From an optimization exercise on the open Yosys and OpenROAD flow, aimed at small area and a short achievable clock period; shortcuts taken in it are not production practice.
The RTL was checked by simulation tests, not by an equivalence proof against the original design.

==> flow/design.v (outline; a module is shown in full before it is edited, if it fits) <==
// module FA: 4 lines
// module HA: 4 lines
// module conv_filter: 3652 lines
module conv_filter(input clk, input reset_n, input in_valid, input [3:0] select,
  input [391:0] red_in, input [391:0] green_in, input [391:0] blue_in,
  output reg out_valid, output reg [7:0] red_out, output reg [7:0] green_out, output reg [7:0] blue_out);
  // ...
==> flow/flow/run.sh <==
#!/bin/bash
# The standard layout (standard.sh: standard synthesis, floorplan, place, CTS, route),
# with one change: the buffers that buffer_ports puts on every input and output port are
# sky130_fd_sc_hd__buf_1 instead of the flow's default delay-buffer cell.
set -uo pipefail
export BUFFER_PORTS_ARGS="-buffer_cell sky130_fd_sc_hd__buf_1"
bash standard.sh > standard_flow.log 2>&1
status=$?
# each ORFS step's own log is under orfs/logs; copy them next to this flow's log
mkdir -p step_logs
cp -r orfs/logs/. step_logs/ 2>/dev/null || true
exit $status
==> flow/standard.sh <==
#!/bin/bash
# synth_recipe.tcl (not shown) runs the flow's synth.tcl, then flattens the netlist and writes it again
# the make line also repeats each setting of config.mk as NAME=value (left out here)
make -C /OpenROAD-flow-scripts/flow DESIGN_CONFIG=/design/flow/config.mk WORK_HOME=/design/flow/orfs CLKGATE_MAP_FILE= SYNTH_SCRIPT=/design/flow/synth_recipe.tcl "${@:-finish}"
==> flow/config.mk <==
export PLATFORM = sky130hd
export DESIGN_NAME = conv_filter
export DESIGN_NICKNAME = conv_filter
export VERILOG_FILES = /design/flow/design.v
export SDC_FILE = /design/flow/constraint.sdc
export NUM_CORES = 4
export LEC_CHECK = 0
export CAP_MARGIN = 20
export CORE_MARGIN = 2
export CORE_UTILIZATION = 40
export SLEW_MARGIN = 20
export SYNTH_HIERARCHICAL = 1
export SYNTH_MINIMUM_KEEP_SIZE = 0
==> flow/constraint.sdc <==
create_clock -name core_clock -period 85.0 [get_ports {clk}]
set_input_delay 17.0000 -clock core_clock [delete_from_list [all_inputs] [get_ports {clk}]]
set_output_delay 17.0000 -clock core_clock [all_outputs]
set_load 0.01 [all_outputs]
==> results_dict.tcl, run 1 <==
set metrics [dict create \
    finalCriticalPeriod_ns 19.69 \
    setup_tns_ns 0 \
    use_met3_pct 10.1 \
    min_to "out_valid" \
    cts_htree_levels 2 \
    hpwl_mm 226 \
    clockBufferDepth 3 \
    worstSetupEndpointType "flop" \
    cts_hold_buf 0 \
    drv_cap 0 \
    synthTopCellsByArea "fa_1 63%, dfxtp_1 17%, ha_1 3.4%" \
    synth_commonest_cells "1,794 x fa_1, 477 x dfxtp_1, 379 x nand2_1, 225 x inv_1, 169 x a22oi_1" \
    multi_input_gates 3215 \
    final_cell_mix "1,794 x fa_1, 1,207 x buf_1, 473 x dfxtp_1" \
    syn_area_sq_um 56900 \
    place_inst 7080 \
    multi_input_area_share_pct 69.6 \
    status "finished clean" \
    fillers 12962 \
    yosys.area_share.simple_pct 4.75 \
    drive_gt1_share_pct 4.51 \
    start_util_pct 40.2 \
    final_common_cell "fa_1" \
    root_buffer "clkbuf_16" \
    worstHoldPathType "reg2reg" \
    finalWeightedCongestion 1.06 \
    holdPathStages 1 \
    inverters 231 \
    multi_input_area_sq_um 45600 \
]
==> run 2, diff against run 1 <==
--- a/flow/config.mk
+++ b/flow/config.mk
@@ -8,4 +8,5 @@
 export CAP_MARGIN = 20
-export CORE_MARGIN = 2
-export CORE_UTILIZATION = 40
+export CORE_AREA = 2 2.72 458 222.72
+export DIE_AREA = 0 0 460 225
+export PLACE_DENSITY = 0.7
 export SLEW_MARGIN = 20
==> run 2 against run 1 <==
Net effect: still clean on timing, DRC and antenna; synthesized area stayed put; register-to-register slack worse by 0.49 ns; die area is 29% lower; cell count is 7.4% lower; critical path depth stayed put; wire length is 2.3% lower; non-clock buffer count is 10 lower; worst setup slack better by 0.026 ns; largest cell class unchanged.
==> results_dict.tcl, run 2 <==
set metrics [dict create \
    wl_per_cell_microns 37.3 \
    drc_errors 0 \
    clockBufferDepth 3 \
    drv_cap 0 \
    syn_area_per_cell_sq_um 13.8 \
    path_cells "buf_1 > fa_1 > fa_1 > fa_1 > fa_1 > fa_1" \
    first_global_vias 46572 \
    slew_headroom_pct 29.8 \
    dieWidth_microns 460 \
    post_cts_buffers 0 \
    ant_nets 0 \
    arrival_ns 20.18 \
    clock_sink_count 477 \
    crit_top_cell "fa_1" \
    critPathKind "in2reg" \
    top_usage_layer "met2" \
    track_usage_pct 49.7 \
    critPathMaxStageDelay_ns 0.69 \
    antenna_found_initial 100 \
    syn_inst 4125 \
    final_cell_mix "1,794 x fa_1, 1,207 x buf_1, 473 x dfxtp_1" \
    yosysTopAreaCell "fa_1" \
    clock.fmax_mhz 50.9 \
    start_util_pct 57.4 \
    finalSetupViolCount 0 \
    fin_nets 8360 \
    synth.distinct_cells 71 \
    grt_overflow 0 \
    grt_use_met2_pct 69.2 \
    cts_hold_buf 0 \
    reg2reg_setup_slack_ns 69.52 \
    die_h_microns 225 \
    synth_edf_count 0 \
    synth_ff_type "dfxtp_1" \
    yosysWarningCount 7 \
    yosys.area_share.simple_pct 4.75 \
    reg_top3 "blue_out (8), green_out (8), red_out (8)" \
    setup_tns_ns 0 \
    start_kind "input pin" \
    clock_skew_ns 0.0264 \
    ctsResizeCount 0 \
    vias 42139 \
    final_util_pct 65.0 \
    hold_viol 0 \
    vias_per_cell 6.29 \
    grt_pass1_wl_mm 346 \
    synthTopCellsByArea "fa_1 63%, dfxtp_1 17%, ha_1 3.4%" \
    synth_commonest_cells "1,794 x fa_1, 477 x dfxtp_1, 379 x nand2_1, 225 x inv_1, 169 x a22oi_1" \
    muxShareOfSynthArea_pct 0.813 \
    synth_fa_ha_area_share_pct 66.5 \
    ioPinCount 1208 \
    drive_gt1_share_pct 3.78 \
    final_common_cell "fa_1" \
    path_buf_inv 1 \
    preCtsSetupSlack_ns 64.82 \
    tritoncts "built" \
    rows 80 \
    hpwl_mm 216 \
    worst_pin_slew_ns 1.05 \
    synth_seq_area_share_pct 16.8 \
    period_share_pct 23.1 \
    drt-total-wl_mm 250 \
    drt_iter0_markers 6330 \
    worstSetupEndpointType "flop" \
    syn_area_sq_um 56900 \
    fin_ws_ns 65.34 \
    grt_max_degree 145 \
    dr.pass1.iters 12 \
    finalCriticalPeriod_ns 19.66 \
    synth-seq-cells 477 \
    synth_top_family_by_area "adder cells" \
    finalMaxSlewViolations 0 \
    syn-num-nets 7258 \
    cts_htree_levels 2 \
    worst-path-max-fanout 1 \
    die-area_sq_um 104000 \
    synth.most_common_cell "fa_1" \
    port_buffers 1207 \
    synth_top_area_share_pct 63.1 \
    rsz0062_at_grt "no" \
    synth_xor_area_share_pct 0.0769 \
    crit_slowest_cell "buf_1" \
    status "finished clean" \
    finalWeightedCongestion 1.17 \
    synth_compound_area_share_pct 7.78 \
    area_growth_pct 13.1 \
    use_met3_pct 27.0 \
    worstHoldPathType "reg2reg" \
    core_sq_um 99100 \
    root_buffer "clkbuf_16" \
    met1_usage_pct 59.1 \
    crit_family "adder cells" \
    cts.reportedPaths.clkPinSlew_ns 0.07 \
    numCtsBuffers 45 \
    synthArstFlopShare_pct 0 \
    crit_required_ns 85.52 \
    clk_latency_ns 0.64 \
]
[run 2: worst paths after layout]
check	from	endpoint	cells past startpoint
worst min-delay path	v	out_valid	1
worst min register to register	v	out_valid	1
worst max register to register	sel2[3]	red_out[7]	44
worst max-delay path	red_in[329]	r2_w638	6
[run 2: stage by stage]
stage               cell area [sq um]  hold slack [ns]  cells
global placement                62600            0.417   6492
CTS                             64100            0.442   6576
floorplan                       56900            0.412   4125
finish                          64400            0.440   6697
detailed placement              62600            0.433   6492
global route                    64300            0.485   6675
[run 2: kinds of logic after synthesis]
| logic type | count (synthesis) |
|---|---|
| AND/OR/NAND/NOR | 603 |
| buffers and inverters | 433 |
| adder cells (fa/ha/maj) | 1950 |
| XOR/XNOR | 5 |
| multiplexers | 42 |
| AO/OA/AOI/OAI | 615 |
| flip-flops | 477 |
[run 2: layout make-up]
cell class | count | area, sq um
inverters | 231 | 868
clock inverters | 28 | 340
well taps | 1312 | 1640
flip-flops and latches | 477 | 9560
clock buffers | 56 | 1210
multi-input cells | 3215 | 45600
fillers | 7507 | 34700
repair buffers | 1257 | 4920
diodes | 121 | 303
[run 2: per-module statistics from Yosys, one instance, submodules excluded]
| module | area [sq um] | copies in the design |
|---|---|---|
| conv_filter | 19500 | 1 |
| HA | 12.5 | 120 |
| FA | 20.0 | 1794 |
[run 2: routing by layer]
metal	up-vias	wire length [microns]
li1	15838	-
met1	21789	83100
met2	3586	105000
met3	880	40200
met4	46	21100
met5	-	278

==> static timing again, ports no longer ideal <==
Ports are ideal in the flow. The routed layouts listed here were re-timed in OpenROAD. Step 1 sets driving cells, clkbuf_16 on the clock port and buf_2 on the other inputs (assumed; they add their load-dependent delay and slew). Step 2 also shifts input and output timing later by t, the mid clock arrival at the registers, as if the neighbouring blocks saw the same clock. Slacks: ideal ports / drivers / drivers and shift; pairs: ideal ports / drivers.
run | t, ns | slack for setup (ns) | pins driven straight from the clock port
run 1 | 0.753 | 65.311 / 65.335 / 64.582 | 1
run 2 | 0.678 | 65.337 / 65.354 / 64.676 | 1
After both steps every run listed still meets setup and hold. The setup slack of run 1, which loses most, moves by +0.024 ns with the drivers and by -0.729 ns with both steps.
